This design comes from an exercise in tuning for small area, a short achievable clock period and few clock cycles on the open sky130 flow, not from production work. Function not checked in this run: the RTL went through the layout flow alone.

[design/flow/config.mk]
export PLATFORM = sky130hd
export DESIGN_NAME = Milestone_1
export DESIGN_NICKNAME = Milestone_1
export VERILOG_FILES = /design/flow/design.v
export SDC_FILE = /design/flow/constraint.sdc
export NUM_CORES = 4
export LEC_CHECK = 0
export CAP_MARGIN = 20
export CORE_MARGIN = 2
export CORE_UTILIZATION = 40
export PLACE_DENSITY = 0.6
export SLEW_MARGIN = 20
[design/flow/constraint.sdc]
create_clock -name core_clock -period 12.0 [get_ports {Clock_50}]
set_input_delay 2.4000 -clock core_clock [delete_from_list [all_inputs] [get_ports {Clock_50}]]
set_output_delay 2.4000 -clock core_clock [all_outputs]
set_load 0.01 [all_outputs]
[design/flow/design.v]
`timescale 1ns/100ps
`default_nettype none
module Milestone_1 (
		input logic Clock_50,
		input logic Resetn,
		input logic M1_Start,
		input logic [15:0] SRAM_read_data,
		output logic M1_Finish,
		output logic [15:0] M1_write_data,
		output logic [17:0] M1_address,
		output logic M1_we_n
);
localparam logic [17:0] U_BASE   = 18'd38400;
localparam logic [17:0] V_BASE   = 18'd57600;
localparam logic [17:0] RGB_BASE = 18'd146944;
logic        running;
logic [1:0]  fin_cnt;      
logic        fin_wait;
logic [2:0]  ph;           
logic [7:0]  kk;
logic        lin;          
logic [3:0]  li;           
logic [15:0] ypt;          
logic [16:0] wpt;          
logic ph0, ph1, ph2, ph3, ph4;
assign ph0 = (ph == 3'd0);
assign ph1 = (ph == 3'd1);
assign ph2 = (ph == 3'd2);
assign ph3 = (ph == 3'd3);
assign ph4 = (ph == 3'd4);
logic pair, wait_lead;
assign pair      = (kk >= 8'd2);
assign wait_lead = (kk == 8'd0);
logic l0, l2, l3, l4, l5, l6, l7, l8, l9, l10, l11;
assign l0  = lin & (li == 4'd0);
assign l2  = lin & (li == 4'd2);
assign l3  = lin & (li == 4'd3);
assign l4  = lin & (li == 4'd4);
assign l5  = lin & (li == 4'd5);
assign l6  = lin & (li == 4'd6);
assign l7  = lin & (li == 4'd7);
assign l8  = lin & (li == 4'd8);
assign l9  = lin & (li == 4'd9);
assign l10 = lin & (li == 4'd10);
assign l11 = lin & (li == 4'd11);
logic clamp;
assign clamp = (kk >= 8'd158);
logic is_write;
assign is_write = running & pair & (ph0 | ph1 | ph3);
logic uv_rd_slot;
assign uv_rd_slot = ph2 & (kk != 8'd0) & (kk <= 8'd155);
logic rd_u, rd_v, rd_y;
assign rd_u = l0 | l5 | (uv_rd_slot & kk[0]);
assign rd_v = l2 | l7 | ((kk == 8'd1) & ph1) | (uv_rd_slot & ~kk[0]);
assign rd_y = l9 | (ph4 & (kk != 8'd0) & (kk <= 8'd159));
logic [1:0] uv_off;
assign uv_off = (l0 | l2) ? 2'd0 : (l5 | l7) ? 2'd1 : 2'd2;
logic [17:0] uv_addr;
assign uv_addr = {3'd0, ypt[15:1]} + {2'd0, rd_v ? 8'd225 : 8'd150, 6'd0, uv_off};    
logic row_end, frame_end;
assign row_end   = (kk == 8'd161) & ph4;
assign frame_end = (kk == 8'd161) & ph3 & (ypt == 16'd38400);
always_ff @(posedge Clock_50 or negedge Resetn) begin
	if (!Resetn) begin
		running   <= 1'b0;
		fin_wait  <= 1'b0;
		fin_cnt   <= 2'd0;
		M1_Finish <= 1'b0;
		M1_we_n   <= 1'b1;
		ph        <= 3'd0;
		kk        <= 8'd0;
		lin       <= 1'b0;
		li        <= 4'd0;
		ypt       <= 16'd0;
		wpt       <= RGB_BASE[16:0];
	end else begin
		M1_we_n <= ~is_write;
		if (running) begin
			if (frame_end) begin
				running  <= 1'b0;
				fin_wait <= 1'b1;
			end
			if (row_end) begin
				ph <= 3'd0;
				kk <= 8'd0;
			end else if (wait_lead) begin
				if (l9) kk <= 8'd1;
			end else if (ph4) begin
				ph <= 3'd0;
				kk <= kk + 8'd1;
			end else begin
				ph <= ph + 3'd1;
			end
			if (frame_end) begin
				lin <= 1'b0;
			end else if ((kk == 8'd160) & ph1) begin
				lin <= 1'b1;
				li  <= 4'd0;
			end else if (lin) begin
				li <= li + 4'd1;
				if (li == 4'd11) lin <= 1'b0;
			end
			if (rd_y) ypt <= ypt + 16'd1;
			if (is_write) wpt <= wpt + 17'd1;
		end else if (fin_wait) begin
			fin_cnt <= fin_cnt + 2'd1;
			if (fin_cnt == 2'd1) begin
				M1_Finish <= 1'b1;
				fin_wait  <= 1'b0;
			end
		end else if (M1_Start & ~M1_Finish) begin
			running <= 1'b1;
			lin     <= 1'b1;
			li      <= 4'd0;
		end
	end
end
logic [2:0] ph_n;
always_comb begin
	if (~running | frame_end | row_end | ph4 | wait_lead)
		ph_n = 3'd0;
	else
		ph_n = ph + 3'd1;
end
logic sel_fv, sel_e, sel_w0, sel_w1, en_su, en_sv;
always_ff @(posedge Clock_50) begin
	sel_fv     <= (ph_n == 3'd2);
	en_su      <= (ph_n == 3'd2);
	en_sv      <= (ph_n == 3'd3);
	sel_e      <= (ph_n == 3'd3);
	sel_w0     <= (ph_n == 3'd0);
	sel_w1     <= (ph_n == 3'd1);
end
always_ff @(posedge Clock_50) begin
	if (is_write)
		M1_address <= {1'b1, wpt};
	else if (rd_u | rd_v)
		M1_address <= uv_addr;
	else
		M1_address <= {2'd0, ypt};
end
logic [7:0]  wu0, wu1, wu2, wu3, wu4, wu5;    
logic [7:0]  wv0, wv1, wv2, wv3, wv4, wv5;    
logic [7:0]  pend_h, pend_l;                   
logic [15:0] y_reg;
logic [8:0]  su, sv;                           
logic        nu, nv;                           
logic [7:0]  b0_reg;
wire [7:0] dh = SRAM_read_data[15:8];
wire [7:0] dl = SRAM_read_data[7:0];
logic shift_reg;    
assign shift_reg = pair & ph0;
logic sh_u, sh_v;
assign sh_u = shift_reg | l3 | l4 | l5 | l6 | l8 | l9;
assign sh_v = shift_reg | l5 | l6 | l7 | l8 | l10 | l11;
logic [7:0] u_in, v_in;
always_comb begin
	if (l3 | l8)
		u_in = dh;
	else if (l6 | l9)
		u_in = pend_h;
	else if (clamp | l4 | l5)
		u_in = wu5;
	else if (~kk[0])
		u_in = dh;
	else
		u_in = pend_h;
	if (l5 | l10)
		v_in = dh;
	else if (l8 | l11)
		v_in = pend_l;
	else if (clamp | l6 | l7)
		v_in = wv5;
	else if (~kk[0])
		v_in = pend_h;
	else
		v_in = pend_l;
end
logic ld_pend_h, ld_pend_l, pend_h_dl, pend_v2;
assign pend_v2   = (kk == 8'd1) & ph4;    
assign pend_h_dl = l3 | l8 | (shift_reg & ~kk[0]);
assign ld_pend_h = pend_h_dl | (shift_reg & kk[0]) | pend_v2;
assign ld_pend_l = l5 | l10 | (shift_reg & kk[0]) | pend_v2;
always_ff @(posedge Clock_50) begin
	if (ph2 & ~wait_lead) y_reg <= SRAM_read_data;
	if (sh_u) begin
		wu0 <= wu1; wu1 <= wu2; wu2 <= wu3; wu3 <= wu4; wu4 <= wu5; wu5 <= u_in;
	end
	if (sh_v) begin
		wv0 <= wv1; wv1 <= wv2; wv2 <= wv3; wv3 <= wv4; wv4 <= wv5; wv5 <= v_in;
	end
	if (ld_pend_h) pend_h <= pend_h_dl ? dl : dh;
	if (ld_pend_l) pend_l <= dl;
end
logic [7:0] f0, f1, f2, f3, f4, f5;
assign f0 = sel_fv ? wv0 : wu0;
assign f1 = sel_fv ? wv1 : wu1;
assign f2 = sel_fv ? wv2 : wu2;
assign f3 = sel_fv ? wv3 : wu3;
assign f4 = sel_fv ? wv4 : wu4;
assign f5 = sel_fv ? wv5 : wu5;
wire [8:0] fs1 = {1'b0, f0} + {1'b0, f5};
wire [8:0] fs2 = {1'b0, f1} + {1'b0, f4};
wire [8:0] fs3 = {1'b0, f2} + {1'b0, f3};
logic [9:0] fD13, fD12, fD32;
logic [8:0] fS3;
always_ff @(posedge Clock_50) begin
	fS3  <= fs3;
	fD13 <= {1'b0, fs1} - {1'b0, fs3};
	fD12 <= {1'b0, fs1} - {1'b0, fs2};
	fD32 <= {1'b0, fs3} - {1'b0, fs2};
end
wire [18:0] ftot;
wire ft_w1;
wire ft_w2;
wire ft_w3;
wire ft_w4;
wire ft_w5;
wire ft_w6;
wire ft_w7;
wire ft_w8;
wire ft_w9;
wire ft_w10;
wire ft_w11;
wire ft_w12;
wire ft_w13;
wire ft_w14;
wire ft_w15;
wire ft_w16;
wire ft_w17;
wire ft_w18;
wire ft_w19;
wire ft_w20;
wire ft_w21;
wire ft_w22;
wire ft_w23;
wire ft_w24;
wire ft_w25;
wire ft_w26;
wire ft_w27;
wire ft_w28;
wire ft_w29;
wire ft_w30;
wire ft_w31;
wire ft_w32;
wire ft_w33;
wire ft_w34;
wire ft_w35;
wire ft_w36;
wire ft_w37;
wire ft_w38;
wire ft_w39;
wire ft_w40;
wire ft_w41;
wire ft_w42;
wire ft_w43;
wire ft_w44;
wire ft_w45;
wire ft_w46;
wire ft_w47;
wire ft_w48;
wire ft_w49;
wire ft_w50;
wire ft_w51;
wire ft_w52;
wire ft_w53;
wire ft_w54;
wire ft_w55;
wire ft_w56;
wire ft_w57;
wire ft_w58;
wire ft_w59;
wire ft_w60;
wire ft_w61;
wire ft_w62;
wire ft_w63;
wire ft_w64;
wire ft_w65;
wire ft_w66;
assign {ft_w2, ft_w1} = fD12[5] + fD12[3];
assign {ft_w4, ft_w3} = fD13[8] + fD12[6] + fD12[4];
assign {ft_w6, ft_w5} = fD32[3] + fS3[1];
assign {ft_w8, ft_w7} = fD12[7] + fD12[5] + fD32[4];
assign {ft_w10, ft_w9} = fS3[2] + fD13[9];
assign {ft_w12, ft_w11} = fD12[6] + fD32[5] + fS3[3];
assign {ft_w14, ft_w13} = {~fD13[9]} + {~fD12[8]};
assign {ft_w16, ft_w15} = fD12[7] + fD32[6] + fS3[4];
assign {ft_w18, ft_w17} = fD12[8] + {~fD12[9]};
assign {ft_w20, ft_w19} = fD32[7] + fS3[5];
assign {ft_w22, ft_w21} = fD32[8] + fS3[6];
assign {ft_w24, ft_w23} = fD13[5] + fD12[3];
assign {ft_w26, ft_w25} = fD13[6] + fD12[4] + fD12[2];
assign {ft_w28, ft_w27} = fD32[2] + fS3[0] + ft_w1;
assign {ft_w30, ft_w29} = fD13[7] + ft_w2 + ft_w3;
assign {ft_w32, ft_w31} = ft_w4 + ft_w6 + ft_w7;
assign {ft_w34, ft_w33} = ft_w8 + ft_w10 + ft_w11;
assign {ft_w36, ft_w35} = ft_w12 + ft_w14 + ft_w15;
assign {ft_w38, ft_w37} = ft_w16 + ft_w18 + ft_w19;
assign {ft_w40, ft_w39} = fD12[8] + ft_w20 + ft_w21;
assign {ft_w42, ft_w41} = fS3[7] + ft_w22;
assign {ft_w44, ft_w43} = fD13[4] + fD12[2];
assign {ft_w46, ft_w45} = fD12[1] + fD32[0] + ft_w23;
assign {ft_w48, ft_w47} = fD32[1] + ft_w24 + ft_w25;
assign {ft_w50, ft_w49} = ft_w26 + ft_w27 + {~fD13[7]};
assign {ft_w52, ft_w51} = ft_w5 + ft_w28 + ft_w29;
assign {ft_w54, ft_w53} = ft_w9 + ft_w30 + ft_w31;
assign {ft_w56, ft_w55} = ft_w13 + ft_w32 + ft_w33;
assign {ft_w58, ft_w57} = ft_w17 + ft_w34 + ft_w35;
assign {ft_w60, ft_w59} = ft_w36 + ft_w37 + {~fD12[8]};
assign {ft_w62, ft_w61} = ft_w38 + ft_w39 + {~fD12[9]};
assign {ft_w64, ft_w63} = ft_w40 + ft_w41 + {~fD32[9]};
assign {ft_w66, ft_w65} = ft_w42 + {~fS3[8]};
wire [18:0] ft_ra = {{~fS3[8]}, {~fS3[8]}, {~fS3[8]}, ft_w64, ft_w62, ft_w60, ft_w58, ft_w56, ft_w54, ft_w52, ft_w50, ft_w48, ft_w46, ft_w44, fD12[0], fD13[3], fD13[2], fD13[1], fD13[0]};
wire [18:0] ft_rb = {1'b0, 1'b0, ft_w66, ft_w65, ft_w63, ft_w61, ft_w59, ft_w57, ft_w55, ft_w53, ft_w51, ft_w49, ft_w47, ft_w45, ft_w43, fD12[1], fD12[0], 1'b0, 1'b0};
assign ftot = ft_ra + ft_rb;
always_ff @(posedge Clock_50) begin
	if (en_su) begin
		su <= ftot[16:8];
		nu <= ftot[18];
	end
	if (en_sv) begin
		sv <= ftot[16:8];
		nv <= ftot[18];
	end
end
logic [7:0] ly;
logic [8:0] lu, lv;
logic [10:0] ly5, lu3, lv3;    
logic       lnu, lnv, hnu, hnv;
wire [7:0] ly_n = sel_e ? y_reg[15:8] : y_reg[7:0];
wire [8:0] lu_n = sel_e ? {1'b0, wu2} : su;
wire [8:0] lv_n = sel_e ? {1'b0, wv2} : sv;
always_ff @(posedge Clock_50) begin
	ly  <= ly_n;
	lu  <= lu_n;
	lv  <= lv_n;
	ly5 <= {1'b0, ly_n, 2'b00} + {3'b000, ly_n};
	lu3 <= {1'b0, lu_n, 1'b0} + {2'b00, lu_n};
	lv3 <= {1'b0, lv_n, 1'b0} + {2'b00, lv_n};
	lnu <= ~sel_e & nu;
	lnv <= ~sel_e & nv;
	hnu <= lnu;
	hnv <= lnv;
end
logic pnu, pnv;
assign pnu = hnu;
assign pnv = hnv;
wire [20:0] r_lsum;
wire rlo_w1;
wire rlo_w2;
wire rlo_w3;
wire rlo_w4;
wire rlo_w5;
wire rlo_w6;
wire rlo_w7;
wire rlo_w8;
wire rlo_w9;
wire rlo_w10;
wire rlo_w11;
wire rlo_w12;
wire rlo_w13;
wire rlo_w14;
wire rlo_w15;
wire rlo_w16;
wire rlo_w17;
wire rlo_w18;
wire rlo_w19;
wire rlo_w20;
wire rlo_w21;
wire rlo_w22;
wire rlo_w23;
wire rlo_w24;
wire rlo_w25;
wire rlo_w26;
wire rlo_w27;
wire rlo_w28;
wire rlo_w29;
wire rlo_w30;
wire rlo_w31;
wire rlo_w32;
wire rlo_w33;
wire rlo_w34;
wire rlo_w35;
wire rlo_w36;
wire rlo_w37;
wire rlo_w38;
wire rlo_w39;
wire rlo_w40;
wire rlo_w41;
wire rlo_w42;
wire rlo_w43;
wire rlo_w44;
wire rlo_w45;
wire rlo_w46;
wire rlo_w47;
wire rlo_w48;
wire rlo_w49;
wire rlo_w50;
wire rlo_w51;
wire rlo_w52;
wire rlo_w53;
wire rlo_w54;
wire rlo_w55;
wire rlo_w56;
wire rlo_w57;
wire rlo_w58;
wire rlo_w59;
wire rlo_w60;
wire rlo_w61;
wire rlo_w62;
wire rlo_w63;
wire rlo_w64;
wire rlo_w65;
wire rlo_w66;
wire rlo_w67;
wire rlo_w68;
wire rlo_w69;
wire rlo_w70;
wire rlo_w71;
wire rlo_w72;
wire rlo_w73;
wire rlo_w74;
wire rlo_w75;
wire rlo_w76;
assign {rlo_w2, rlo_w1} = lv[0] + lv[3];
assign {rlo_w4, rlo_w3} = lv[1] + lv[4] + lv3[8];
assign {rlo_w6, rlo_w5} = lv[2] + lv[5] + lv3[9];
assign {rlo_w8, rlo_w7} = ly[1] + lv[3] + lv[6];
assign {rlo_w10, rlo_w9} = ly[2] + ly5[0] + lv[4];
assign {rlo_w12, rlo_w11} = ly5[1] + lv[5] + lv[8];
assign {rlo_w14, rlo_w13} = ly[4] + ly5[2] + lv[6];
assign {rlo_w16, rlo_w15} = ly[5] + ly5[3];
assign {rlo_w18, rlo_w17} = ly[6] + ly5[4] + lv[8];
assign {rlo_w20, rlo_w19} = ly[7] + ly5[5] + lv3[1];
assign {rlo_w22, rlo_w21} = ly[1] + ly5[6] + lv3[2];
assign {rlo_w24, rlo_w23} = lv3[7] + ly[5];
assign {rlo_w26, rlo_w25} = rlo_w2 + rlo_w3 + {~ly[6]};
assign {rlo_w28, rlo_w27} = rlo_w4 + rlo_w5 + {~ly[7]};
assign {rlo_w30, rlo_w29} = lv3[10] + ly[0] + rlo_w6;
assign {rlo_w32, rlo_w31} = lv[7] + lv3[0] + rlo_w8;
assign {rlo_w34, rlo_w33} = lv3[1] + rlo_w10 + rlo_w11;
assign {rlo_w36, rlo_w35} = lv3[2] + ly[3] + rlo_w12;
assign {rlo_w38, rlo_w37} = lv[7] + lv3[3] + rlo_w14;
assign {rlo_w40, rlo_w39} = lv3[0] + lv3[4] + rlo_w16;
assign {rlo_w42, rlo_w41} = lv3[5] + rlo_w18 + rlo_w19;
assign {rlo_w44, rlo_w43} = lv3[6] + ly[0] + rlo_w20;
assign {rlo_w46, rlo_w45} = lv3[3] + {~ly[1]};
assign {rlo_w48, rlo_w47} = lv[0] + lv3[4] + {~ly[2]};
assign {rlo_w50, rlo_w49} = lv[1] + lv3[5] + {~ly[3]};
assign {rlo_w52, rlo_w51} = lv[2] + lv3[6] + ly[4];
assign {rlo_w54, rlo_w53} = rlo_w1 + rlo_w23 + {~ly[4]};
assign {rlo_w56, rlo_w55} = rlo_w24 + rlo_w25 + {~ly[5]};
assign {rlo_w58, rlo_w57} = rlo_w26 + rlo_w27 + {~ly[0]};
assign {rlo_w60, rlo_w59} = rlo_w7 + rlo_w28 + rlo_w29;
assign {rlo_w62, rlo_w61} = rlo_w9 + rlo_w30 + rlo_w31;
assign {rlo_w64, rlo_w63} = rlo_w32 + rlo_w33 + {~ly[3]};
assign {rlo_w66, rlo_w65} = rlo_w13 + rlo_w34 + rlo_w35;
assign {rlo_w68, rlo_w67} = rlo_w15 + rlo_w36 + rlo_w37;
assign {rlo_w70, rlo_w69} = rlo_w17 + rlo_w38 + rlo_w39;
assign {rlo_w72, rlo_w71} = rlo_w40 + rlo_w41 + {~ly[0]};
assign {rlo_w74, rlo_w73} = rlo_w21 + rlo_w42 + rlo_w43;
assign {rlo_w76, rlo_w75} = rlo_w22 + rlo_w44;
wire [20:0] rlo_ra = {1'b0, rlo_w76, rlo_w74, rlo_w72, rlo_w70, rlo_w68, rlo_w66, rlo_w64, rlo_w62, rlo_w60, rlo_w58, rlo_w56, rlo_w54, rlo_w52, rlo_w50, rlo_w48, rlo_w46, {~ly[0]}, lv3[2], lv3[1], lv3[0]};
wire [20:0] rlo_rb = {1'b0, 1'b0, rlo_w75, rlo_w73, rlo_w71, rlo_w69, rlo_w67, rlo_w65, rlo_w63, rlo_w61, rlo_w59, rlo_w57, rlo_w55, rlo_w53, rlo_w51, rlo_w49, rlo_w47, rlo_w45, ly[0], 1'b0, 1'b0};
assign r_lsum = rlo_ra + rlo_rb;
logic [2:0] r_cy;
always_ff @(posedge Clock_50) r_cy <= r_lsum[20:18];
logic [1:0] r_lb;
always_ff @(posedge Clock_50) r_lb <= r_lsum[17:16];
wire [8:0] r_hpre;
wire rhi_w1;
wire rhi_w2;
wire rhi_w3;
wire rhi_w4;
wire rhi_w5;
wire rhi_w6;
wire rhi_w7;
wire rhi_w8;
wire rhi_w9;
wire rhi_w10;
wire rhi_w11;
wire rhi_w12;
wire rhi_w13;
wire rhi_w14;
wire rhi_w15;
wire rhi_w16;
wire rhi_w17;
wire rhi_w18;
wire rhi_w19;
wire rhi_w20;
assign {rhi_w2, rhi_w1} = ly[2] + ly5[7];
assign {rhi_w4, rhi_w3} = ly[3] + ly5[8] + lv3[4];
assign {rhi_w6, rhi_w5} = ly[4] + ly5[9] + lv3[5];
assign {rhi_w8, rhi_w7} = ly[5] + ly5[10] + lv3[6];
assign {rhi_w10, rhi_w9} = lv3[3] + lv3[7];
assign {rhi_w12, rhi_w11} = lv3[8] + rhi_w2 + rhi_w3;
assign {rhi_w14, rhi_w13} = lv3[9] + rhi_w4 + rhi_w5;
assign {rhi_w16, rhi_w15} = lv3[10] + rhi_w6 + rhi_w7;
assign {rhi_w18, rhi_w17} = ly[6] + lv3[7] + rhi_w8;
assign {rhi_w20, rhi_w19} = ly[7] + lv3[8];
wire [8:0] rhi_ra = {1'b0, lv3[10], lv3[9], rhi_w18, rhi_w16, rhi_w14, rhi_w12, rhi_w10, rhi_w1};
wire [8:0] rhi_rb = {1'b0, 1'b0, rhi_w20, rhi_w19, rhi_w17, rhi_w15, rhi_w13, rhi_w11, rhi_w9};
assign r_hpre = rhi_ra + rhi_rb;
logic [8:0] r_hreg;
always_ff @(posedge Clock_50) r_hreg <= r_hpre;
wire [8:0] r_hsum = r_hreg + {6'd0, r_cy} + 9'd456;
wire [10:0] r_sum = {r_hsum, r_lb};
wire [15:0] g_lsum;
wire glo_w1;
wire glo_w2;
wire glo_w3;
wire glo_w4;
wire glo_w5;
wire glo_w6;
wire glo_w7;
wire glo_w8;
wire glo_w9;
wire glo_w10;
wire glo_w11;
wire glo_w12;
wire glo_w13;
wire glo_w14;
wire glo_w15;
wire glo_w16;
wire glo_w17;
wire glo_w18;
wire glo_w19;
wire glo_w20;
wire glo_w21;
wire glo_w22;
wire glo_w23;
wire glo_w24;
wire glo_w25;
wire glo_w26;
wire glo_w27;
wire glo_w28;
wire glo_w29;
wire glo_w30;
wire glo_w31;
wire glo_w32;
wire glo_w33;
wire glo_w34;
wire glo_w35;
wire glo_w36;
wire glo_w37;
wire glo_w38;
wire glo_w39;
wire glo_w40;
wire glo_w41;
wire glo_w42;
wire glo_w43;
wire glo_w44;
wire glo_w45;
wire glo_w46;
wire glo_w47;
wire glo_w48;
wire glo_w49;
wire glo_w50;
wire glo_w51;
wire glo_w52;
wire glo_w53;
wire glo_w54;
wire glo_w55;
wire glo_w56;
wire glo_w57;
wire glo_w58;
wire glo_w59;
wire glo_w60;
wire glo_w61;
wire glo_w62;
assign {glo_w2, glo_w1} = ly5[1] + lv3[0];
assign {glo_w4, glo_w3} = ly[4] + {~lu3[3]};
assign {glo_w6, glo_w5} = ly[5] + {~lu3[4]} + {~lv[2]};
assign {glo_w8, glo_w7} = ly[6] + lu3[5] + lv[3];
assign {glo_w10, glo_w9} = {~ly[7]} + {~lu3[6]};
assign {glo_w12, glo_w11} = ly[1] + ly[0] + {~lu[0]};
assign {glo_w14, glo_w13} = ly5[0] + {~lu[1]} + {~lu3[8]};
assign {glo_w16, glo_w15} = ly[2] + glo_w1 + {~lu[2]};
assign {glo_w18, glo_w17} = {~lu3[9]} + {~lv[7]};
assign {glo_w20, glo_w19} = ly[1] + {~lu3[0]};
assign {glo_w22, glo_w21} = ly[2] + lu3[1] + lv[4];
assign {glo_w24, glo_w23} = ly[3] + {~lu3[2]} + {~lv[0]};
assign {glo_w26, glo_w25} = glo_w3 + {~lv[1]} + {~lv[6]};
assign {glo_w28, glo_w27} = glo_w4 + glo_w5 + {~lv[7]};
assign {glo_w30, glo_w29} = glo_w6 + {~lv[8]} + {~ly[5]};
assign {glo_w32, glo_w31} = glo_w9 + {~lv[4]} + {~ly[0]};
assign {glo_w34, glo_w33} = glo_w10 + glo_w11 + {~lu3[7]};
assign {glo_w36, glo_w35} = glo_w12 + glo_w13 + {~lv[6]};
assign {glo_w38, glo_w37} = glo_w14 + glo_w15 + glo_w17;
assign {glo_w40, glo_w39} = ly[3] + glo_w2 + glo_w16;
assign {glo_w42, glo_w41} = glo_w19 + {~lv[3]};
assign {glo_w44, glo_w43} = glo_w20 + {~ly[1]} + {~glo_w21};
assign {glo_w46, glo_w45} = glo_w23 + {~lv[5]} + {~glo_w22};
assign {glo_w48, glo_w47} = glo_w24 + glo_w25 + {~ly[3]};
assign {glo_w50, glo_w49} = glo_w26 + glo_w27 + {~ly[4]};
assign {glo_w52, glo_w51} = glo_w28 + glo_w29 + {~glo_w7};
assign {glo_w54, glo_w53} = glo_w30 + glo_w31 + {~glo_w8};
assign {glo_w56, glo_w55} = glo_w32 + glo_w33 + {~lv[5]};
assign {glo_w58, glo_w57} = glo_w34 + glo_w35 + {~ly[2]};
assign {glo_w60, glo_w59} = glo_w36 + glo_w37 + {~ly[3]};
assign {glo_w62, glo_w61} = glo_w18 + glo_w38 + glo_w39;
wire [15:0] glo_ra = {1'b0, glo_w40, glo_w60, glo_w58, glo_w56, glo_w54, glo_w52, glo_w50, glo_w48, glo_w46, glo_w44, glo_w42, {~ly[0]}, ly[0], {~lv[1]}, lv[0]};
wire [15:0] glo_rb = {1'b0, glo_w62, glo_w61, glo_w59, glo_w57, glo_w55, glo_w53, glo_w51, glo_w49, glo_w47, glo_w45, glo_w43, glo_w41, {~lv[2]}, {~lv[0]}, 1'b0};
assign g_lsum = glo_ra + glo_rb;
logic [2:0] g_cy;
always_ff @(posedge Clock_50) g_cy <= g_lsum[15:13];
wire [13:0] g_hpre;
wire ghi_w1;
wire ghi_w2;
wire ghi_w3;
wire ghi_w4;
wire ghi_w5;
wire ghi_w6;
wire ghi_w7;
wire ghi_w8;
wire ghi_w9;
wire ghi_w10;
wire ghi_w11;
wire ghi_w12;
wire ghi_w13;
wire ghi_w14;
wire ghi_w15;
wire ghi_w16;
wire ghi_w17;
wire ghi_w18;
wire ghi_w19;
wire ghi_w20;
wire ghi_w21;
wire ghi_w22;
wire ghi_w23;
wire ghi_w24;
wire ghi_w25;
wire ghi_w26;
wire ghi_w27;
wire ghi_w28;
wire ghi_w29;
wire ghi_w30;
wire ghi_w31;
wire ghi_w32;
wire ghi_w33;
wire ghi_w34;
wire ghi_w35;
wire ghi_w36;
wire ghi_w37;
wire ghi_w38;
wire ghi_w39;
wire ghi_w40;
wire ghi_w41;
wire ghi_w42;
wire ghi_w43;
wire ghi_w44;
wire ghi_w45;
wire ghi_w46;
wire ghi_w47;
wire ghi_w48;
wire ghi_w49;
wire ghi_w50;
wire ghi_w51;
wire ghi_w52;
wire ghi_w53;
wire ghi_w54;
wire ghi_w55;
wire ghi_w56;
wire ghi_w57;
wire ghi_w58;
wire ghi_w59;
wire ghi_w60;
wire ghi_w61;
wire ghi_w62;
wire ghi_w63;
wire ghi_w64;
wire ghi_w65;
wire ghi_w66;
wire ghi_w67;
wire ghi_w68;
wire ghi_w69;
wire ghi_w70;
wire ghi_w71;
wire ghi_w72;
wire ghi_w73;
wire ghi_w74;
wire ghi_w75;
wire ghi_w76;
wire ghi_w77;
wire ghi_w78;
wire ghi_w79;
wire ghi_w80;
wire ghi_w81;
wire ghi_w82;
wire ghi_w83;
wire ghi_w84;
wire ghi_w85;
wire ghi_w86;
wire ghi_w87;
wire ghi_w88;
wire ghi_w89;
wire ghi_w90;
assign {ghi_w2, ghi_w1} = ly[4] + ly5[2];
assign {ghi_w4, ghi_w3} = ly[0] + ly[7];
assign {ghi_w6, ghi_w5} = ly[1] + ly5[6];
assign {ghi_w8, ghi_w7} = ly[2] + ly5[7];
assign {ghi_w10, ghi_w9} = lv3[1] + ghi_w1 + {~lu[3]};
assign {ghi_w12, ghi_w11} = ly[5] + ly5[3] + lv3[2];
assign {ghi_w14, ghi_w13} = ghi_w2 + {~lu[4]};
assign {ghi_w16, ghi_w15} = ly[6] + ly5[4] + lv3[3];
assign {ghi_w18, ghi_w17} = {~lu[5]} + {~lu3[2]};
assign {ghi_w20, ghi_w19} = ly5[5] + lv3[4] + ghi_w3;
assign {ghi_w22, ghi_w21} = lu[6] + lu3[3] + lv[0];
assign {ghi_w24, ghi_w23} = lv3[5] + ghi_w4 + ghi_w5;
assign {ghi_w26, ghi_w25} = lu[7] + lu3[4] + lv[1];
assign {ghi_w28, ghi_w27} = lv3[6] + ghi_w6 + ghi_w7;
assign {ghi_w30, ghi_w29} = lu[8] + lu3[5] + lv[2];
assign {ghi_w32, ghi_w31} = ly[3] + ly5[8] + lv3[7];
assign {ghi_w34, ghi_w33} = ghi_w8 + {~lu3[6]} + {~lv[3]};
assign {ghi_w36, ghi_w35} = ly[4] + ly5[9] + lv3[8];
assign {ghi_w38, ghi_w37} = {~lu3[7]} + {~lv[4]};
assign {ghi_w40, ghi_w39} = ly[5] + ly5[10] + lv3[9];
assign {ghi_w42, ghi_w41} = {~lu3[8]} + {~lv[5]};
assign {ghi_w44, ghi_w43} = ly[6] + lv3[10] + {~lu3[9]};
assign {ghi_w46, ghi_w45} = ghi_w9 + {~lu3[0]};
assign {ghi_w48, ghi_w47} = ghi_w10 + ghi_w11 + ghi_w13;
assign {ghi_w50, ghi_w49} = ghi_w12 + ghi_w14 + ghi_w15;
assign {ghi_w52, ghi_w51} = ghi_w16 + ghi_w18 + ghi_w19;
assign {ghi_w54, ghi_w53} = ghi_w20 + ghi_w23 + {~ghi_w22};
assign {ghi_w56, ghi_w55} = ghi_w24 + ghi_w27 + {~ghi_w26};
assign {ghi_w58, ghi_w57} = ghi_w28 + ghi_w31 + ghi_w33;
assign {ghi_w60, ghi_w59} = ghi_w32 + ghi_w34 + ghi_w35;
assign {ghi_w62, ghi_w61} = ghi_w36 + ghi_w38 + ghi_w39;
assign {ghi_w64, ghi_w63} = ghi_w40 + ghi_w42 + ghi_w43;
assign {ghi_w66, ghi_w65} = ly[7] + ghi_w44 + {~lu3[10]};
assign {ghi_w68, ghi_w67} = ghi_w45 + {~lu3[10]};
assign {ghi_w70, ghi_w69} = ghi_w46 + ghi_w47 + {~lu3[1]};
assign {ghi_w72, ghi_w71} = ghi_w17 + ghi_w48 + ghi_w49;
assign {ghi_w74, ghi_w73} = ghi_w50 + ghi_w51 + {~ghi_w21};
assign {ghi_w76, ghi_w75} = ghi_w52 + ghi_w53 + {~ghi_w25};
assign {ghi_w78, ghi_w77} = ghi_w54 + ghi_w55 + {~ghi_w29};
assign {ghi_w80, ghi_w79} = ghi_w56 + ghi_w57 + {~ghi_w30};
assign {ghi_w82, ghi_w81} = ghi_w37 + ghi_w58 + ghi_w59;
assign {ghi_w84, ghi_w83} = ghi_w41 + ghi_w60 + ghi_w61;
assign {ghi_w86, ghi_w85} = ghi_w62 + ghi_w63 + {~lv[6]};
assign {ghi_w88, ghi_w87} = ghi_w64 + ghi_w65 + {~lv[7]};
assign {ghi_w90, ghi_w89} = ghi_w66 + {~lv[8]};
wire [13:0] ghi_ra = {1'b0, ghi_w90, ghi_w88, ghi_w86, ghi_w84, ghi_w82, ghi_w80, ghi_w78, ghi_w76, ghi_w74, ghi_w72, ghi_w70, ghi_w68, {~lv[8]}};
wire [13:0] ghi_rb = {1'b0, 1'b0, ghi_w89, ghi_w87, ghi_w85, ghi_w83, ghi_w81, ghi_w79, ghi_w77, ghi_w75, ghi_w73, ghi_w71, ghi_w69, ghi_w67};
assign g_hpre = ghi_ra + ghi_rb;
logic [13:0] g_hreg;
always_ff @(posedge Clock_50) g_hreg <= g_hpre;
wire [13:0] g_hsum = g_hreg + {11'd0, g_cy} + 14'd11264;
wire [10:0] g_sum = g_hsum[13:3];
wire [20:0] b_lsum;
wire blo_w1;
wire blo_w2;
wire blo_w3;
wire blo_w4;
wire blo_w5;
wire blo_w6;
wire blo_w7;
wire blo_w8;
wire blo_w9;
wire blo_w10;
wire blo_w11;
wire blo_w12;
wire blo_w13;
wire blo_w14;
wire blo_w15;
wire blo_w16;
wire blo_w17;
wire blo_w18;
wire blo_w19;
wire blo_w20;
wire blo_w21;
wire blo_w22;
wire blo_w23;
wire blo_w24;
wire blo_w25;
wire blo_w26;
wire blo_w27;
wire blo_w28;
wire blo_w29;
wire blo_w30;
wire blo_w31;
wire blo_w32;
wire blo_w33;
wire blo_w34;
wire blo_w35;
wire blo_w36;
wire blo_w37;
wire blo_w38;
wire blo_w39;
wire blo_w40;
wire blo_w41;
wire blo_w42;
wire blo_w43;
wire blo_w44;
wire blo_w45;
wire blo_w46;
wire blo_w47;
wire blo_w48;
wire blo_w49;
wire blo_w50;
wire blo_w51;
wire blo_w52;
wire blo_w53;
wire blo_w54;
wire blo_w55;
wire blo_w56;
wire blo_w57;
wire blo_w58;
wire blo_w59;
wire blo_w60;
wire blo_w61;
wire blo_w62;
wire blo_w63;
wire blo_w64;
wire blo_w65;
wire blo_w66;
wire blo_w67;
wire blo_w68;
wire blo_w69;
wire blo_w70;
wire blo_w71;
wire blo_w72;
wire blo_w73;
wire blo_w74;
wire blo_w75;
wire blo_w76;
wire blo_w77;
wire blo_w78;
wire blo_w79;
wire blo_w80;
wire blo_w81;
wire blo_w82;
wire blo_w83;
wire blo_w84;
wire blo_w85;
wire blo_w86;
wire blo_w87;
wire blo_w88;
wire blo_w89;
wire blo_w90;
wire blo_w91;
wire blo_w92;
assign {blo_w2, blo_w1} = lu[0] + lu3[4];
assign {blo_w4, blo_w3} = lu[1] + lu3[5] + lu3[8];
assign {blo_w6, blo_w5} = lu[2] + lu3[6] + lu3[9];
assign {blo_w8, blo_w7} = lu[0] + lu[3] + lu3[7];
assign {blo_w10, blo_w9} = lu3[10] + ly[0];
assign {blo_w12, blo_w11} = ly5[0] + lu[1] + lu[4];
assign {blo_w14, blo_w13} = lu3[8] + ly[1] + {~ly[2]};
assign {blo_w16, blo_w15} = ly[3] + ly5[1] + lu[2];
assign {blo_w18, blo_w17} = lu[5] + lu3[9] + ly[2];
assign {blo_w20, blo_w19} = ly[4] + ly5[2] + lu[3];
assign {blo_w22, blo_w21} = lu[6] + lu3[10];
assign {blo_w24, blo_w23} = ly[5] + ly5[3] + lu[4];
assign {blo_w26, blo_w25} = ly[6] + ly5[4];
assign {blo_w28, blo_w27} = ly[7] + ly5[5];
assign {blo_w30, blo_w29} = ly5[6] + lu[0] + lu[7];
assign {blo_w32, blo_w31} = lu3[0] + lu3[3];
assign {blo_w34, blo_w33} = lu3[1] + lu3[4];
assign {blo_w36, blo_w35} = lu3[2] + lu3[5];
assign {blo_w38, blo_w37} = lu3[3] + lu3[6];
assign {blo_w40, blo_w39} = lu3[7] + ly[5] + blo_w1;
assign {blo_w42, blo_w41} = blo_w2 + blo_w3 + {~ly[6]};
assign {blo_w44, blo_w43} = blo_w4 + blo_w5 + {~ly[7]};
assign {blo_w46, blo_w45} = blo_w6 + blo_w7 + blo_w9;
assign {blo_w48, blo_w47} = blo_w8 + blo_w10 + blo_w11;
assign {blo_w50, blo_w49} = blo_w12 + blo_w14 + blo_w15;
assign {blo_w52, blo_w51} = blo_w16 + blo_w18 + blo_w19;
assign {blo_w54, blo_w53} = lu[7] + blo_w20 + blo_w22;
assign {blo_w56, blo_w55} = lu[5] + lu[8] + blo_w24;
assign {blo_w58, blo_w57} = lu[6] + blo_w26 + blo_w27;
assign {blo_w60, blo_w59} = ly[0] + blo_w28 + blo_w29;
assign {blo_w62, blo_w61} = blo_w31 + {~ly[1]};
assign {blo_w64, blo_w63} = blo_w32 + blo_w33 + {~ly[2]};
assign {blo_w66, blo_w65} = blo_w34 + blo_w35 + {~ly[3]};
assign {blo_w68, blo_w67} = ly[4] + blo_w36 + blo_w37;
assign {blo_w70, blo_w69} = blo_w38 + blo_w39 + {~ly[4]};
assign {blo_w72, blo_w71} = blo_w40 + blo_w41 + {~ly[5]};
assign {blo_w74, blo_w73} = blo_w42 + blo_w43 + {~ly[0]};
assign {blo_w76, blo_w75} = blo_w44 + blo_w45 + {~ly[1]};
assign {blo_w78, blo_w77} = blo_w13 + blo_w46 + blo_w47;
assign {blo_w80, blo_w79} = blo_w17 + blo_w48 + blo_w49;
assign {blo_w82, blo_w81} = blo_w21 + blo_w50 + blo_w51;
assign {blo_w84, blo_w83} = blo_w23 + blo_w52 + blo_w53;
assign {blo_w86, blo_w85} = blo_w25 + blo_w54 + blo_w55;
assign {blo_w88, blo_w87} = blo_w56 + blo_w57 + {~ly[0]};
assign {blo_w90, blo_w89} = blo_w58 + blo_w59 + {~ly[1]};
assign {blo_w92, blo_w91} = ly[1] + blo_w30 + blo_w60;
wire [20:0] blo_ra = {1'b0, blo_w92, blo_w90, blo_w88, blo_w86, blo_w84, blo_w82, blo_w80, blo_w78, blo_w76, blo_w74, blo_w72, blo_w70, blo_w68, blo_w66, blo_w64, blo_w62, {~ly[0]}, lu3[2], lu3[1], lu3[0]};
wire [20:0] blo_rb = {1'b0, 1'b0, blo_w91, blo_w89, blo_w87, blo_w85, blo_w83, blo_w81, blo_w79, blo_w77, blo_w75, blo_w73, blo_w71, blo_w69, blo_w67, blo_w65, blo_w63, blo_w61, ly[0], 1'b0, 1'b0};
assign b_lsum = blo_ra + blo_rb;
logic [2:0] b_cy;
always_ff @(posedge Clock_50) b_cy <= b_lsum[20:18];
logic [1:0] b_lb;
always_ff @(posedge Clock_50) b_lb <= b_lsum[17:16];
wire [8:0] b_hpre;
wire bhi_w1;
wire bhi_w2;
wire bhi_w3;
wire bhi_w4;
wire bhi_w5;
wire bhi_w6;
wire bhi_w7;
wire bhi_w8;
wire bhi_w9;
wire bhi_w10;
wire bhi_w11;
wire bhi_w12;
wire bhi_w13;
wire bhi_w14;
wire bhi_w15;
wire bhi_w16;
wire bhi_w17;
wire bhi_w18;
wire bhi_w19;
wire bhi_w20;
assign {bhi_w2, bhi_w1} = ly[2] + ly5[7];
assign {bhi_w4, bhi_w3} = ly[3] + ly5[8];
assign {bhi_w6, bhi_w5} = ly[4] + ly5[9];
assign {bhi_w8, bhi_w7} = ly[5] + ly5[10];
assign {bhi_w10, bhi_w9} = lu[1] + lu[8];
assign {bhi_w12, bhi_w11} = lu[2] + bhi_w2 + bhi_w3;
assign {bhi_w14, bhi_w13} = lu[3] + bhi_w4 + bhi_w5;
assign {bhi_w16, bhi_w15} = lu[4] + bhi_w6 + bhi_w7;
assign {bhi_w18, bhi_w17} = ly[6] + lu[5] + bhi_w8;
assign {bhi_w20, bhi_w19} = ly[7] + lu[6];
wire [8:0] bhi_ra = {1'b0, lu[8], lu[7], bhi_w18, bhi_w16, bhi_w14, bhi_w12, bhi_w10, bhi_w1};
wire [8:0] bhi_rb = {1'b0, 1'b0, bhi_w20, bhi_w19, bhi_w17, bhi_w15, bhi_w13, bhi_w11, bhi_w9};
assign b_hpre = bhi_ra + bhi_rb;
logic [8:0] b_hreg;
always_ff @(posedge Clock_50) b_hreg <= b_hpre;
wire [8:0] b_hsum = b_hreg + {6'd0, b_cy} + 9'd442;
wire [10:0] b_sum = {b_hsum, b_lb};
function automatic [7:0] clip(input logic [10:0] s, input logic neg);
	if (neg | s[10])
		clip = 8'd0;
	else if (|s[9:8])
		clip = 8'd255;
	else
		clip = s[7:0];
endfunction
logic [7:0] r_px, g_px, b_px;
assign r_px = clip(r_sum, pnv);
assign g_px = clip(g_sum, pnu | pnv);
assign b_px = clip(b_sum, pnu);
always_ff @(posedge Clock_50) begin
	b0_reg <= b_px;
	if (sel_w0)
		M1_write_data <= {r_px, g_px};
	else if (sel_w1)
		M1_write_data <= {b0_reg, r_px};
	else
		M1_write_data <= {g_px, b_px};
end
endmodule
[design/flow/flow/run.sh]
#!/bin/bash
# Standard layout with two changes to how it is made (the clock period and
# constraints stay the design's): timing repair aims for extra setup slack,
# and the port buffers are plain buffers (buf_2) rather than the resizer's
# default pick.
set -euo pipefail
MARGIN=${MARGIN:-8.25}
bash standard.sh SETUP_SLACK_MARGIN=$MARGIN "BUFFER_PORTS_ARGS=-buffer_cell sky130_fd_sc_hd__buf_2" finish > standard_flow.log 2>&1
[design/flow/standard.sh]
#!/bin/bash
# synth_recipe.tcl (not shown) runs the flow's synth.tcl, then flattens the netlist and writes it again
# the make line also repeats each setting of config.mk as NAME=value (left out here)
make -C /OpenROAD-flow-scripts/flow DESIGN_CONFIG=/design/flow/config.mk WORK_HOME=/design/flow/orfs CLKGATE_MAP_FILE= SYNTH_SCRIPT=/design/flow/synth_recipe.tcl "${@:-finish}"
==> impl_metrics.tcl <==
set metrics [dict create \
    met2_usage_pct 31.4 \
    hold-worst-slack_ps 329 \
    vdd_drop_max_mv 0.137 \
    hold_buffers 0 \
    grt_busiest_layer "met2" \
    nFillCells 5732 \
    internal-power_uw 2210 \
    p_comb_share_pct 1.1 \
    num_rows 91 \
    wire_per_inst_um 17.8 \
    fin_skew_ps 36.1 \
    slew_violations 0 \
    path_cells "fa_1 > inv_1 > fa_1 > inv_1 > fa_1 > ha_4 > a2111oi_4 > o21ai_1 > o21ai_1 > a31oi_2 > or3_4 > a31oi_4 > xnor2_1" \
    ys_seq_area_share_pct 38.4 \
    dieArea_mm2 0.0643 \
    yosys_warnings 1 \
    period_share_pct 32.0 \
    cpLargestDelayFamily "adder cells" \
    wl_um 59300 \
    cts_tree "yes" \
    sw_frac_of_total_pct 21.2 \
    r2r_cells 13 \
    ios 55 \
    grt_pass1_wl_um 93000 \
    synth-edff-count 148 \
    finalHoldViolCount 0 \
    p_leak_uw 0.0128 \
    cts_htree_levels 2 \
    critPathKind "reg -> reg" \
    synth_area_leaders "edfxtp_1 (18%), dfxtp_1 (15%), fa_1 (14%)" \
    cts.sinks 390 \
    cp.required_ps 12470 \
    synth_top_area_share_pct 17.8 \
    max_cap_viol_count 0 \
    clk_path_buf_depth 3 \
    final_nets 2899 \
    p_per_area_mw_per_mm2 97.7 \
    power.total_uw 2810 \
    setup_viol 0 \
    clock_power_share_pct 49.7 \
    synth_top_area_cell "edfxtp_1" \
    cpMostUsedCell "fa_1" \
    use_met3_pct 2.63 \
    synth_area_mm2 0.0249 \
    drtPass1Iterations 5 \
    tns_ps 0 \
    viasPerCell 5.06 \
    drtIter0Drc 781 \
    portBuffers 54 \
    top_register "M1_address" \
    gp_congestion 0.910 \
    regArea_mm2 0.00964 \
    dieHeight_um 254 \
    grt_pass1_vias 17400 \
    start_util_pct 40.4 \
    outcome "finished clean" \
    syn_inst 2330 \
    rsz0062_at_grt "true" \
    clk_latency_ps 610 \
    path_buf_inv 2 \
    synth.distinct_cells 75 \
    syn_avg_cell_area_um2 10.7 \
    grt_use_met1_pct 24.8 \
    holdPathStages 0 \
    drtAntennaViolNets 0 \
    finalCriticalPeriod_ps 3830 \
    root_buffer "clkbuf_16" \
    num_vias 16800 \
    crit_slowest_cell "fa_1" \
    clkTransAtPathRegs_ps 60 \
    drc 0 \
    max_freq_mhz 261 \
    reg.largest.list "M1_address: 18 flops, wpt: 17 flops" \
    syn2layout_area_growth_pct 15.2 \
    core-area_mm2 0.0617 \
    crit_fanout 3 \
    largest_reg_flops 18 \
    min_path_type "reg -> reg" \
    slew_headroom_pct 30.4 \
    grt_max_degree 59 \
    syn_nets 2776 \
    critPathArrivalTime_ps 4310 \
    p_sw_uw 595 \
    hpwl_um 45500 \
    numCtsBuffers 45 \
    power_frac_seq_pct 49.2 \
    multi_input_area_mm2 0.0142 \
    cp.depth 13 \
    worstMarginPinSlew_ps 1040 \
    ys_ff_latch 390 \
    grt_overflow 0 \
    yosys_most_used_dff "dfxtp_1" \
    die_x_um 254 \
    critPathLaunchType "flip-flop" \
    postSynth.asyncResetShare_pct 14.1 \
    drive_above_1_share_pct 15.8 \
    track_usage_pct 18.6 \
    diodes 0 \
    max_stage_delay_ps 540 \
    end_kind "flip-flop" \
    grt_antenna_before_repair 0 \
]
[power groups by stage]
| stage | clock [uW] | sequential [uW] | combinational, uW |
|---|---|---|---|
| floorplan | 0 | 1420 | 1.51 |
| global placement | 0 | 1410 | 31.9 |
| detailed placement | 0 | 1410 | 32.3 |
| CTS | 1430 | 1380 | 32.3 |
| global route | 1480 | 1380 | 34.3 |
| finish | 1390 | 1380 | 31.4 |
[per-stage QoR]
step                cells  setup WS (ps)  instance area, um2  util, %
floorplan            2330           8160               25000        -
finish               3325           8170               28700     46.5
global placement     3196           7880               26200     42.5
global route         3325           8030               28700     46.5
detailed placement   3196           7860               26200     42.5
CTS                  3308           8170               28300     45.8
[area by class of cell]
type | instances | area share (%)
multi-input cells | 1505 | 49.4
flip-flops and latches | 390 | 33.6
inverters | 396 | 5.24
clock buffers | 66 | 4.49
well taps | 837 | 3.65
repair buffers | 115 | 2.84
clock inverters | 16 | 0.797
[worst paths after layout]
kind                       startpoint       to  slack, ps
max                            lu3[7]  b_cy[1]       8170
min                               lnu      hnu        330
max reg2reg                    lu3[7]  b_cy[1]       8170
min reg2reg                       lnu      hnu        330
max in group asynchronous      Resetn    kk[2]       9570
min in group asynchronous      Resetn   wpt[8]       1940
[cell usage in the layout (no fill, tap or decap), drive strengths merged, types with 30 or more instances in the layout]
cell type    n
dfrtp       49
nand3       30
a21oi      126
o21ai      102
fa         173
clkbuf      68
buf        113
nor2       110
mux2        82
xor2        41
a21o        49
ha         254
nand2      114
inv        398
edfxtp     148
xnor2       99
dfxtp      187
[cells in the mapped netlist (30+ instances only)]
master    instances
nand3_1          30
a21o_1           49
dfrtp_1          49
a21oi_1         126
dfxtp_1         187
fa_1            173
ha_1            254
inv_1           396
edfxtp_1        148
o21ai_0         100
xor2_1           41
clkbuf_1         35
xnor2_1          99
nand2_1         114
mux2_2           82
nor2_1          110
[routing by layer]
metal	up-vias	share of wire, %
met3	84	3.6
met5	-	0
met2	274	48
met4	0	2.4
li1	8137	-
met1	8342	46
[cell families (layout without fill, tap and decap cells)]
logic type / count (synthesis) / in the layout / share of synthesized area (%)
buffers and inverters: 435 / 593 / 6.59
adders and majority gates: 429 / 429 / 26.7
DFF: 390 / 390 / 38.4
AOI/OAI and AO/OA: 437 / 437 / 11.2
and+or+nand+nor: 395 / 395 / 7.60
xor gates and xnor gates: 140 / 140 / 4.92
muxes: 104 / 104 / 4.59
[what timing repair did]
| item | CTS | global route |
|---|---|---|
| setup buffers | 30 | 15 |
| gates cloned | 0 | 2 |
| resized for setup | 70 | 71 |
| pin swaps | 28 | 53 |
| setup endpoints to repair | 36 | 39 |

[what the ideal ports hide]
Ports are ideal in the flow. The routed layout listed here was re-timed in OpenROAD. Step 1 assumes that a clkbuf_16 drives the clock port and a buf_2 every other input. Step 2 adds t to the input delays and takes it off the output delays; t is the mean of the earliest and latest rising clock arrival at the registers after step 1. Input paths then give back, and output paths get back, about the clock's delay inside the block. Three values: no drivers, after step 1, after step 2; two values: the first two.
shift t [ns]: 0.653
setup WS [ns]: 8.165 / 8.165 / 8.165
clock arrival spread, ns: 0.041 / 0.041
worst slew at a driven data input, ns: 0.03
After both steps setup and hold are still met in this run. For this run, drivers alone change the setup slack by 0.000 ns; drivers and shift together by 0.000 ns.
